Context: an optimization exercise on an open-source flow, tuned for small area. The choices shown serve that exercise and are no tape-out recipe. Function was checked by simulation only, so behaviour that the tests miss may differ from the original. Power is estimated from default activity; no workload was simulated.

==> flow/design.v (excerpt) <==
module sa_array_top (
    input  logic         i_clk,
    input  logic         i_rstn,
    input  logic [31:0]  i_a_arr,         
    input  logic [31:0]  i_b_arr,         
    input  logic [95:0]  i_c_arr,         
    input  logic         i_reg_clear,
    input  logic         i_pipeline_en,
    input  logic [3:0]   i_cswitch_arr,
    input  logic         i_cscan_en,
    input  logic [1:0]   i_thres,
    output logic [95:0]  o_c_arr          
);
Size in the first run: roughly 1100 flip-flops, ~270 I/O pins.
Settings: LEC_CHECK=0, CAP_MARGIN=20, CORE_MARGIN=2, CORE_UTILIZATION=45, PLACE_DENSITY=0.6, SLEW_MARGIN=20, SYNTH_HIERARCHICAL=1, SYNTH_MINIMUM_KEEP_SIZE=0; clock period 6.0 ns.
run.sh (not shown) runs the stock make flow with config.mk's settings and CLKGATE_MAP_FILE= SYNTH_SCRIPT=/design/flow/synth_recipe.tcl, a recipe that flattens the netlist after the stock synthesis.
==> next run, changes <==
- CORE_UTILIZATION: 45 -> 65
- CTS_BUF_LIST: default -> sky130_fd_sc_hd__clkbuf_16
- CTS_CLUSTER_DIAMETER: default -> 120
- CTS_CLUSTER_SIZE: default -> 24
- GPL_TIMING_DRIVEN: default -> 0
- PLACE_DENSITY: 0.6 -> 0.72
- SETUP_SLACK_MARGIN: default -> 0.05
What happened:
- die area fell by about 30%
- combinational power is about the same
- count of clock-buffer cells in the layout fell by 149
- worst setup slack got worse by 0.050 ns
- synthesized cell count is unchanged
- global-route usage rose by 9.1 points

sa_array_top, a different RTL version from the one above (not shown whole).
For scale: roughly 6600 cells after synthesis, roughly 1100 flip-flops, roughly 270 I/O pins.
==> flow/config.mk <==
export PLATFORM = sky130hd
export DESIGN_NAME = sa_array_top
export DESIGN_NICKNAME = sa_array_top
export VERILOG_FILES = /design/flow/design.v
export SDC_FILE = /design/flow/constraint.sdc
export NUM_CORES = 4
export LEC_CHECK = 0
export CAP_MARGIN = 20
export CORE_MARGIN = 2
export CORE_UTILIZATION = 58
export CTS_BUF_LIST = sky130_fd_sc_hd__clkbuf_16
export CTS_CLUSTER_DIAMETER = 120
export CTS_CLUSTER_SIZE = 24
export GPL_TIMING_DRIVEN = 0
export PLACE_DENSITY = 0.66
export SETUP_SLACK_MARGIN = 0.05
export SLEW_MARGIN = 20
export SYNTH_HIERARCHICAL = 1
export SYNTH_MINIMUM_KEEP_SIZE = 0
==> flow/constraint.sdc <==
create_clock -name core_clock -period 6.0 [get_ports {i_clk}]
set_input_delay 1.2000 -clock core_clock [delete_from_list [all_inputs] [get_ports {i_clk}]]
set_output_delay 1.2000 -clock core_clock [all_outputs]
set_load 0.01 [all_outputs]
standard.sh (not shown) runs the stock make flow with config.mk's settings and CLKGATE_MAP_FILE= SYNTH_SCRIPT=/design/flow/synth_recipe.tcl, a recipe that flattens the netlist after the stock synthesis.
==> flow/flow/run.sh <==
#!/bin/bash
# The standard layout flow, with the port buffers made from the smallest
# buffer cell (buf_1) instead of the flow's default choice, and ORFS's
# power recovery after global routing (downsizing gates on paths with
# positive slack).
set -e
export BUFFER_PORTS_ARGS="-buffer_cell sky130_fd_sc_hd__buf_1"
export RECOVER_POWER=100
bash standard.sh > standard.log 2>&1
The first run produced a layout that fails on max-capacitance violations, max-slew violations.
==> next run, changes <==
==> flow/flow/run.sh (replaced) <==
#!/bin/bash
# The standard layout flow, with the port buffers made from the smallest
# buffer cell (buf_1) instead of the flow's default choice.
set -e
export BUFFER_PORTS_ARGS="-buffer_cell sky130_fd_sc_hd__buf_1"
bash standard.sh > standard.log 2>&1
--- a/flow/config.mk
+++ b/flow/config.mk
@@ -8 +8 @@
-export CAP_MARGIN = 20
+export CAP_MARGIN = 5
@@ -17 +17 @@
-export SLEW_MARGIN = 20
+export SLEW_MARGIN = 5
Now the flow ran to the end with no violations.
Final cell count barely changes.
Wire length barely changes.
Utilization rose by 0.52 points.
Design area rose by 0.82%.
Power rose by 1.4%.
Worst setup slack is better by 0.080 ns.
Via count is about the same.
Count of clock-buffer cells in the layout fell by 2.

== the previous run ==
Another version of the RTL of sa_array_top (not shown whole).
For scale: ~6700 cells after synthesis, ~1100 flip-flops.
make LEC_CHECK=0 CAP_MARGIN=20 CORE_MARGIN=2 CORE_UTILIZATION=75 CTS_BUF_LIST=sky130_fd_sc_hd__clkbuf_16 CTS_CLUSTER_DIAMETER=100 CTS_CLUSTER_SIZE=24 GPL_TIMING_DRIVEN=0 PLACE_DENSITY=0.8 SETUP_SLACK_MARGIN=0.05 SLEW_MARGIN=20 SYNTH_HIERARCHICAL=1 SYNTH_MINIMUM_KEEP_SIZE=0 finish   # period 6.0 ns
run.sh (not shown) runs the stock make flow with config.mk's settings and CLKGATE_MAP_FILE= SYNTH_SCRIPT=/design/flow/synth_recipe.tcl, a recipe that flattens the netlist after the stock synthesis.
Stock flow here: none of the scripts above is used.
The previous run closes out successfully: all stages finished, all timing, DRC and antenna checks passed.
The following lists how the current run was set up differently from the previous run:
- CORE_UTILIZATION changed from 75 to 65
- PLACE_DENSITY changed from 0.8 to 0.72
- CTS_CLUSTER_DIAMETER changed from 100 to 120
### Flow results
Delta (the current run minus the previous run): combinational power ~0 delta; fraction of standard cell area in multi-input logic decreased 0.25 points.
The current run: no failed stages, no open violations at the end
Taking the previous run as the reference point, the critical path depth of the current run falls by 2.
In terms of register clock-pin slew on the reported worst setup and hold paths, the previous run and the current run differ only marginally.
Final critical-path share of the clock period sits lower in the current run than in the previous run.
Re setup slack of the critical path after layout: the current run is 0.13 ns up on the previous run.

north:
RTL: one of the versions met above, not the one the previous note started from.
Size in the first run: roughly 6600 cells after synthesis, roughly 1100 flip-flops, about 270 I/O pins.
export LEC_CHECK = 0
export CAP_MARGIN = 0
export CORE_MARGIN = 2
export CORE_UTILIZATION = 58
export CTS_BUF_LIST = sky130_fd_sc_hd__clkbuf_16
export CTS_CLUSTER_DIAMETER = 120
export CTS_CLUSTER_SIZE = 24
export GPL_TIMING_DRIVEN = 0
export PLACE_DENSITY = 0.66
export SETUP_SLACK_MARGIN = 0.05
export SLEW_MARGIN = 0
export SYNTH_HIERARCHICAL = 1
export SYNTH_MINIMUM_KEEP_SIZE = 0
create_clock -name core_clock -period 6.0 [get_ports {i_clk}]
standard.sh (not shown) runs the stock make flow with config.mk's settings and CLKGATE_MAP_FILE= SYNTH_SCRIPT=/design/flow/synth_recipe.tcl, a recipe that flattens the netlist after the stock synthesis.
==> flow/flow/run.sh <==
#!/bin/bash
# The standard layout flow, with the port buffers made from the smallest
# buffer cell (buf_1) instead of the flow's default choice.
set -e
export BUFFER_PORTS_ARGS="-buffer_cell sky130_fd_sc_hd__buf_1"
bash standard.sh > standard.log 2>&1
Layout checks on north: not met. Flow itself completed; violations: capacitance limit, slew limit.
Relative to north, the following input files were edited for south:
- changing CAP_MARGIN from 0 to 20
- changing SLEW_MARGIN from 0 to 20
## What came out
south ended with every stage complete and zero timing, DRC or antenna violations.
In terms of combinational power, south and north differ only marginally.
The transition time at the pin with the least slew margin reported for south is smaller than that of north by 0.39 ns.
Type of the tightest min-delay check: primary input to async pin -> south, flop to flop -> north
Compared to north, south shows a narrower setup margin.
Growth of design area from synthesis to finish: north and south compared, higher one is south
Summary: final instance area, south worse than north
From north to south the numbers moved as follows: routed length on met3 went up by about 4%, via count was more or less identical.
Input-level comparison between east and south:
- PLACE_DENSITY changed from 0.66 to 0.72
- CORE_UTILIZATION changed from 58 to 65
==> flow/run.sh (new file) <==
#!/bin/bash
# synth_recipe.tcl (not shown) runs the flow's synth.tcl, then flattens the netlist and writes it again
# the make line also repeats each setting of config.mk as NAME=value (left out here)
make -C /OpenROAD-flow-scripts/flow DESIGN_CONFIG=/design/flow/config.mk WORK_HOME=/design/flow/orfs CLKGATE_MAP_FILE= SYNTH_SCRIPT=/design/flow/synth_recipe.tcl finish
removed: flow/flow/run.sh
removed: flow/standard.sh
Notes after the runs:
- Looking at net count reported at finish, east sits 57 below south.
- Minimum setup slack in the final design, south and east: lower on east
- Est. power | east vs south | east lower
- Total routed wirelength (east over south): decrease, 6000 um
- [compare] base=south new=east: clock period minus final worst setup slack picked up an extra 0.043 ns; portion of total power attributed to the clock network shrank by 0.4 points; worst hold margin down 0.097 ns; via count shows an increase of 1.0%; proportion of cell area occupied by registers has remained practically unchanged.
- Changes observed in east relative to south: fraction of cell area in non-clock buffers now sits higher; placed instance count down 284.
- east completed end to end with timing, DRC and antenna clean.
- south: full flow OK, the timing, DRC and antenna checks passed
## Diff of input files: west against east
- CORE_UTILIZATION changed from 65 to 58
- SLEW_MARGIN changed from 20 to 10
- PLACE_DENSITY changed from 0.72 to 0.66
- CAP_MARGIN changed from 20 to 10
==> flow/flow/run.sh (new file) <==
#!/bin/bash
# The standard layout flow, with the port buffers made from the smallest
# buffer cell (buf_1) instead of the flow's default choice.
set -e
export BUFFER_PORTS_ARGS="-buffer_cell sky130_fd_sc_hd__buf_1"
bash standard.sh > standard.log 2>&1
==> flow/standard.sh (new file) <==
#!/bin/bash
# synth_recipe.tcl (not shown) runs the flow's synth.tcl, then flattens the netlist and writes it again
# the make line also repeats each setting of config.mk as NAME=value (left out here)
make -C /OpenROAD-flow-scripts/flow DESIGN_CONFIG=/design/flow/config.mk WORK_HOME=/design/flow/orfs CLKGATE_MAP_FILE= SYNTH_SCRIPT=/design/flow/synth_recipe.tcl "${@:-finish}"
removed: flow/run.sh
### Flow results
- On clock input transition at the sequential cells of the worst setup and hold paths, west tracks east almost exactly.
- Number of search-and-repair iterations in the first detailed-routing pass was higher in east than in west.
- Changes observed in west relative to east: worst hold slack up 0.051 ns, number of I/O port buffers flat.
- Against east, the final cell area of west is lower.
- Compared with east, west shows non-clock buffer count that has gone up by more than 10%.
- Latest clock arrival within the worst-skew pair delta (west -> east): insignificant
- On proportion of power drawn by flip-flops and latches, the lower figure sits with west, not east.
- Well tap count in west is 239 above east.

[static timing again, ports no longer ideal]
Ports are ideal in the flow. The routed layouts listed here were re-timed in OpenROAD. Step 1: set_driving_cell puts a clkbuf_16 on i_clk and a buf_2 on each other input, an assumption about the parent block. Step 2 adds t to the input delays and takes it off the output delays; t is the mean of the earliest and latest rising clock arrival at the registers after step 1. Input paths then give back, and output paths get back, about the clock's delay inside the block. Slacks: no drivers / after step 1 / after step 2; pairs: no drivers / after step 1.
run | t, ns | setup slack, ns | worst register clock-pin slew, ns
the first run of note 1 | 0.867 | 0.251 / 0.251 / 0.251 | 0.06 / 0.06
the second run of note 1 | 0.802 | 0.201 / 0.201 / 0.178 | 0.11 / 0.11
the first run of note 2 | 0.796 | 0.186 / 0.229 / -0.566 | 0.11 / 0.11
the second run of note 2 | 0.788 | 0.266 / 0.266 / 0.266 | 0.12 / 0.12
the previous run | 0.799 | 0.149 / 0.149 / 0.068 | 0.11 / 0.11
the current run | 0.780 | 0.283 / 0.283 / -0.094 | 0.11 / 0.11
north | 0.794 | 0.282 / 0.282 / 0.282 | 0.11 / 0.11
south | 0.797 | 0.273 / 0.273 / 0.273 | 0.11 / 0.11
east | 0.792 | 0.230 / 0.230 / -0.151 | 0.11 / 0.11
west | 0.804 | 0.271 / 0.271 / 0.271 | 0.11 / 0.11
For the first run of note 2, which loses most, drivers alone change the setup slack by +0.043 ns; drivers and shift together by -0.752 ns.
